Context: an optimization exercise on an open-source flow, tuned for small area. The choices shown serve that exercise and are no tape-out recipe.
Where RTL was checked, it was by simulation tests only, not by an equivalence proof against the original.
Power figures rest on the tool's default switching activity, not on a simulated workload.

== P ==
==> flow/design.v (excerpt) <==
module riscv(
    input clk,
    input reset,
    input [4:0] debug_reg_select,
    output [31:0] debug_reg_out,
    output [31:0] fetchPC,
    input  [31:0] imem_rdata,
    output [31:0] dmem_addr,
    output [31:0] dmem_wdata,
    output        dmem_we,
    output [1:0]  dmem_size,
    input  [31:0] dmem_rdata
);
clock: 15.0 ns
lec_check: 0
cap_margin: 0
core_margin: 2
core_utilization: 45
cts_buf_list: sky130_fd_sc_hd__clkbuf_8
place_density: 0.6
slew_margin: 0
synth_hierarchical: 1
run.sh (not shown) runs the stock make flow with config.mk's settings and CLKGATE_MAP_FILE= SYNTH_SCRIPT=/design/flow/synth_recipe.tcl, a recipe that flattens the netlist after the stock synthesis.
The following lists how Q was set up differently from P:
- swapping sky130_fd_sc_hd__clkbuf_8 for sky130_fd_sc_hd__clkbuf_4 in CTS_BUF_LIST
Per the comparison of Q with P, number of detailed-routing iterations run before antenna repair went down by 2, count of clock tree sinks did not really move, final instance area did not really move, switching share of power moved down. As far as setup slack is concerned, Q and P perform about the same.
Edits applied to the flow inputs when going from Q to R:
- a change of CORE_UTILIZATION from 45 to 60
- a deleted CTS_BUF_LIST that had been sky130_fd_sc_hd__clkbuf_4
- a change of PLACE_DENSITY from 0.6 to 0.75
==> flow/flow/run.sh (new file) <==
#!/bin/bash
# Own layout flow: the standard ORFS flow (standard.sh, all steps), with
#  - every input and output port buffered by the smallest buffer, buf_1,
#    instead of the flow's default port buffer cell;
#  - the clock tree built from clkbuf_16 clusters of up to 30 sinks, without
#    dummy loads.
# Each ORFS step writes its full log under orfs/logs/; make's own output goes
# to make_finish.log in this folder.
set -euo pipefail
export BUFFER_PORTS_ARGS="-buffer_cell sky130_fd_sc_hd__buf_1"
export CTS_ARGS="-sink_clustering_enable -repair_clock_nets -dont_use_dummy_load -buf_list sky130_fd_sc_hd__clkbuf_16 -sink_clustering_size 30 -sink_clustering_max_diameter 80"
bash standard.sh > make_finish.log 2>&1
==> flow/standard.sh (new file) <==
#!/bin/bash
# synth_recipe.tcl (not shown) runs the flow's synth.tcl, then flattens the netlist and writes it again
# the make line also repeats each setting of config.mk as NAME=value (left out here)
make -C /OpenROAD-flow-scripts/flow DESIGN_CONFIG=/design/flow/config.mk WORK_HOME=/design/flow/orfs CLKGATE_MAP_FILE= SYNTH_SCRIPT=/design/flow/synth_recipe.tcl "${@:-finish}"
removed: flow/run.sh
==> comparison <==
On R: maximum single-stage delay on the critical path is 0.02 ns higher than what Q gave.
Maximum buffer depth of the clock tree: R vs Q down 1
Cell type of the slowest stage on the worst timing path: sky130_fd_sc_hd__clkdlybuf4s50_1 -> Q, sky130_fd_sc_hd__a222oi_1 -> R
Comparing R with Q, the total area of multi-input combinational cells came out essentially unchanged.
Taking Q as the reference, in R post-route cell area fell by about 7%, met2 track demand over resource climbed 11 points.
Modified inputs, S compared to R
- CTS_CLUSTER_DIAMETER newly set to 80
- CTS_BUF_LIST newly set to sky130_fd_sc_hd__clkbuf_16
- CTS_CLUSTER_SIZE newly set to 30
==> flow/run.sh (new file) <==
#!/bin/bash
# synth_recipe.tcl (not shown) runs the flow's synth.tcl, then flattens the netlist and writes it again
# the make line also repeats each setting of config.mk as NAME=value (left out here)
make -C /OpenROAD-flow-scripts/flow DESIGN_CONFIG=/design/flow/config.mk WORK_HOME=/design/flow/orfs CLKGATE_MAP_FILE= SYNTH_SCRIPT=/design/flow/synth_recipe.tcl finish
removed: flow/flow/run.sh
removed: flow/standard.sh
Notes after the runs:
Looking at first-pass iteration count of the detailed router, S sits about 21% below R.
Of S and R, it is S that has the lower final period utilization.
R -> S: sum of buffers and inverters on the critical path delta 0, exact match
Clock skew after layout in S is 0.069 ns below R.
Of S and R, the higher power dissipated in combinational cells belongs to S.
Re number of nets still failing antenna checks after routing: no difference whatsoever between R and S.

* * *

== v6 ==
riscv, a different RTL version from the one above (not shown whole).
Size in the first run: about 3700 cells after synthesis, about 200 I/O pins, ~52000 sq um of cells after synthesis.
make LEC_CHECK=0 CAP_MARGIN=20 CORE_MARGIN=2 CORE_UTILIZATION=45 PLACE_DENSITY=0.6 SLEW_MARGIN=20 SYNTH_HIERARCHICAL=1 finish   # period 15.0 ns
Stock flow here: none of the scripts above is used.
Changes in v7 relative to v6:
-- flow/config.mk --
<<< v6, line 9
export CORE_MARGIN = 2
export CORE_UTILIZATION = 45
export PLACE_DENSITY = 0.6
export SLEW_MARGIN = 20
>>> v7, line 9
export CORE_MARGIN = 2
export CORE_UTILIZATION = 25
export PLACE_DENSITY = 0.45
export SLEW_MARGIN = 20
--- outcome ---
Worst setup path endpoint = dmem_addr[29]: v7; worst setup path endpoint = dmem_addr[31]: v6
Taking v6 as the reference point, the routing usage on met1 of v7 falls by 19 points.
Re proportion of layout cells with a drive suffix above 1: v7 is 1.2 points up on v6.
There was hardly any difference in total power per unit cell area between v6 and v7.
v6 → v7: worst setup slack now sits higher; number of buffer cells added on primary ports now sits at about the same level; clock-buffer cell count now sits higher.
The higher standard-cell row count of v6 and v7 is in v7.
What v7 reported for die area has to be multiplied by 0.56 to get the figure for v6.
Function was not checked in any run of this note: the RTL went through the layout flow alone.

* * *

oak:
Another version of the RTL of riscv (not shown whole).
Size: ~200 I/O pins, roughly 50,000 um^2 of cells after synthesis.
clock: 15.0 ns
lec_check: 0
cap_margin: 10
core_margin: 2
core_utilization: 48.0
place_density: 0.68
slew_margin: 10
synth_hierarchical: 1
standard.sh (not shown) runs the stock make flow with config.mk's settings and CLKGATE_MAP_FILE= SYNTH_SCRIPT=/design/flow/synth_recipe.tcl, a recipe that flattens the netlist after the stock synthesis.
==> flow/flow/run.sh <==
#!/bin/bash
# Own layout flow: the standard ORFS flow (standard.sh, all steps), with
#  - every input and output port buffered by the smallest buffer, buf_1,
#    instead of the flow's default port buffer cell;
#  - the clock tree built from clkbuf_16 clusters of up to 28 sinks, without
#    dummy loads, under a clkbuf_8 root buffer;
#  - timing-driven global placement that sizes and buffers nets once, at 30%
#    overflow, instead of at the flow's default overflow levels.
# Each ORFS step writes its full log under orfs/logs/; make's own output goes
# to make_finish.log in this folder.
set -euo pipefail
export BUFFER_PORTS_ARGS="-buffer_cell sky130_fd_sc_hd__buf_1"
export CTS_ARGS="-sink_clustering_enable -repair_clock_nets -dont_use_dummy_load -buf_list sky130_fd_sc_hd__clkbuf_16 -sink_clustering_size 28 -sink_clustering_max_diameter 90 -root_buf sky130_fd_sc_hd__clkbuf_8"
export GLOBAL_PLACEMENT_ARGS="-timing_driven_net_reweight_overflow {30}"
bash standard.sh > make_finish.log 2>&1
Edits applied to the flow inputs when going from oak to pine:
diff --git a/flow/config.mk b/flow/config.mk
--- a/flow/config.mk
+++ b/flow/config.mk
@@ -8,6 +8,6 @@
 export CAP_MARGIN = 10
 export CORE_MARGIN = 2
-export CORE_UTILIZATION = 48.0
-export PLACE_DENSITY = 0.68
+export CORE_UTILIZATION = 55.0
+export PLACE_DENSITY = 0.75
 export SLEW_MARGIN = 10
 export SYNTH_HIERARCHICAL = 1
Findings:
- On proportion of cell area occupied by registers, oak tracks pine almost exactly.
- Between oak and pine, the flow reports number of buffers added by the clock tree synthesis step increasing by a few percent.
- When pine is measured against oak, its post-layout worst setup margin turns out 0.20 ns lower.
- Summary: with oak as the reference, first-pass GRT wire length in pine moved down slightly.

[separate check: timing with driven ports]
In the flow no input, the clock included, has a driving cell. The finished layouts below were timed again as built, in two steps.
Step 1: set_driving_cell puts a clkbuf_16 on clk and a buf_2 on each other input, an assumption about the parent block.
Step 2, shift: input delay + t, output delay - t, t = (earliest + latest rising clock arrival at the registers) / 2. This alone moves slack from input paths to output paths.
Three values: ideal ports, drivers, drivers and shift; two values: the first two.
run | shift t [ns] | setup WS [ns] | latest minus earliest clock arrival (ns) | slew at the worst register clock pin (ns) | pins driven straight from the clock port
P | 0.943 | 0.533 / 0.507 / 0.507 | 0.040 / 0.040 | 0.07 / 0.07 | 1
Q | 1.243 | 0.531 / 0.505 / 0.505 | 0.128 / 0.127 | 0.08 / 0.08 | 1
R | 0.715 | 0.369 / 0.342 / 0.342 | 0.139 / 0.139 | 0.12 / 0.12 | 1
S | 0.736 | 0.434 / 0.407 / 0.407 | 0.070 / 0.070 | 0.12 / 0.12 | 1
v6 | 0.790 | 0.353 / 0.324 / 0.324 | 0.045 / 0.045 | 0.08 / 0.08 | 1
v7 | 0.835 | 0.573 / 0.538 / 0.538 | 0.081 / 0.081 | 0.07 / 0.07 | 1
oak | 0.914 | 0.961 / 0.926 / 0.926 | 0.109 / 0.109 | 0.12 / 0.12 | 1
pine | 0.951 | 0.761 / 0.735 / 0.735 | 0.159 / 0.159 | 0.12 / 0.12 | 1
After both steps setup and hold are still met in every run listed.
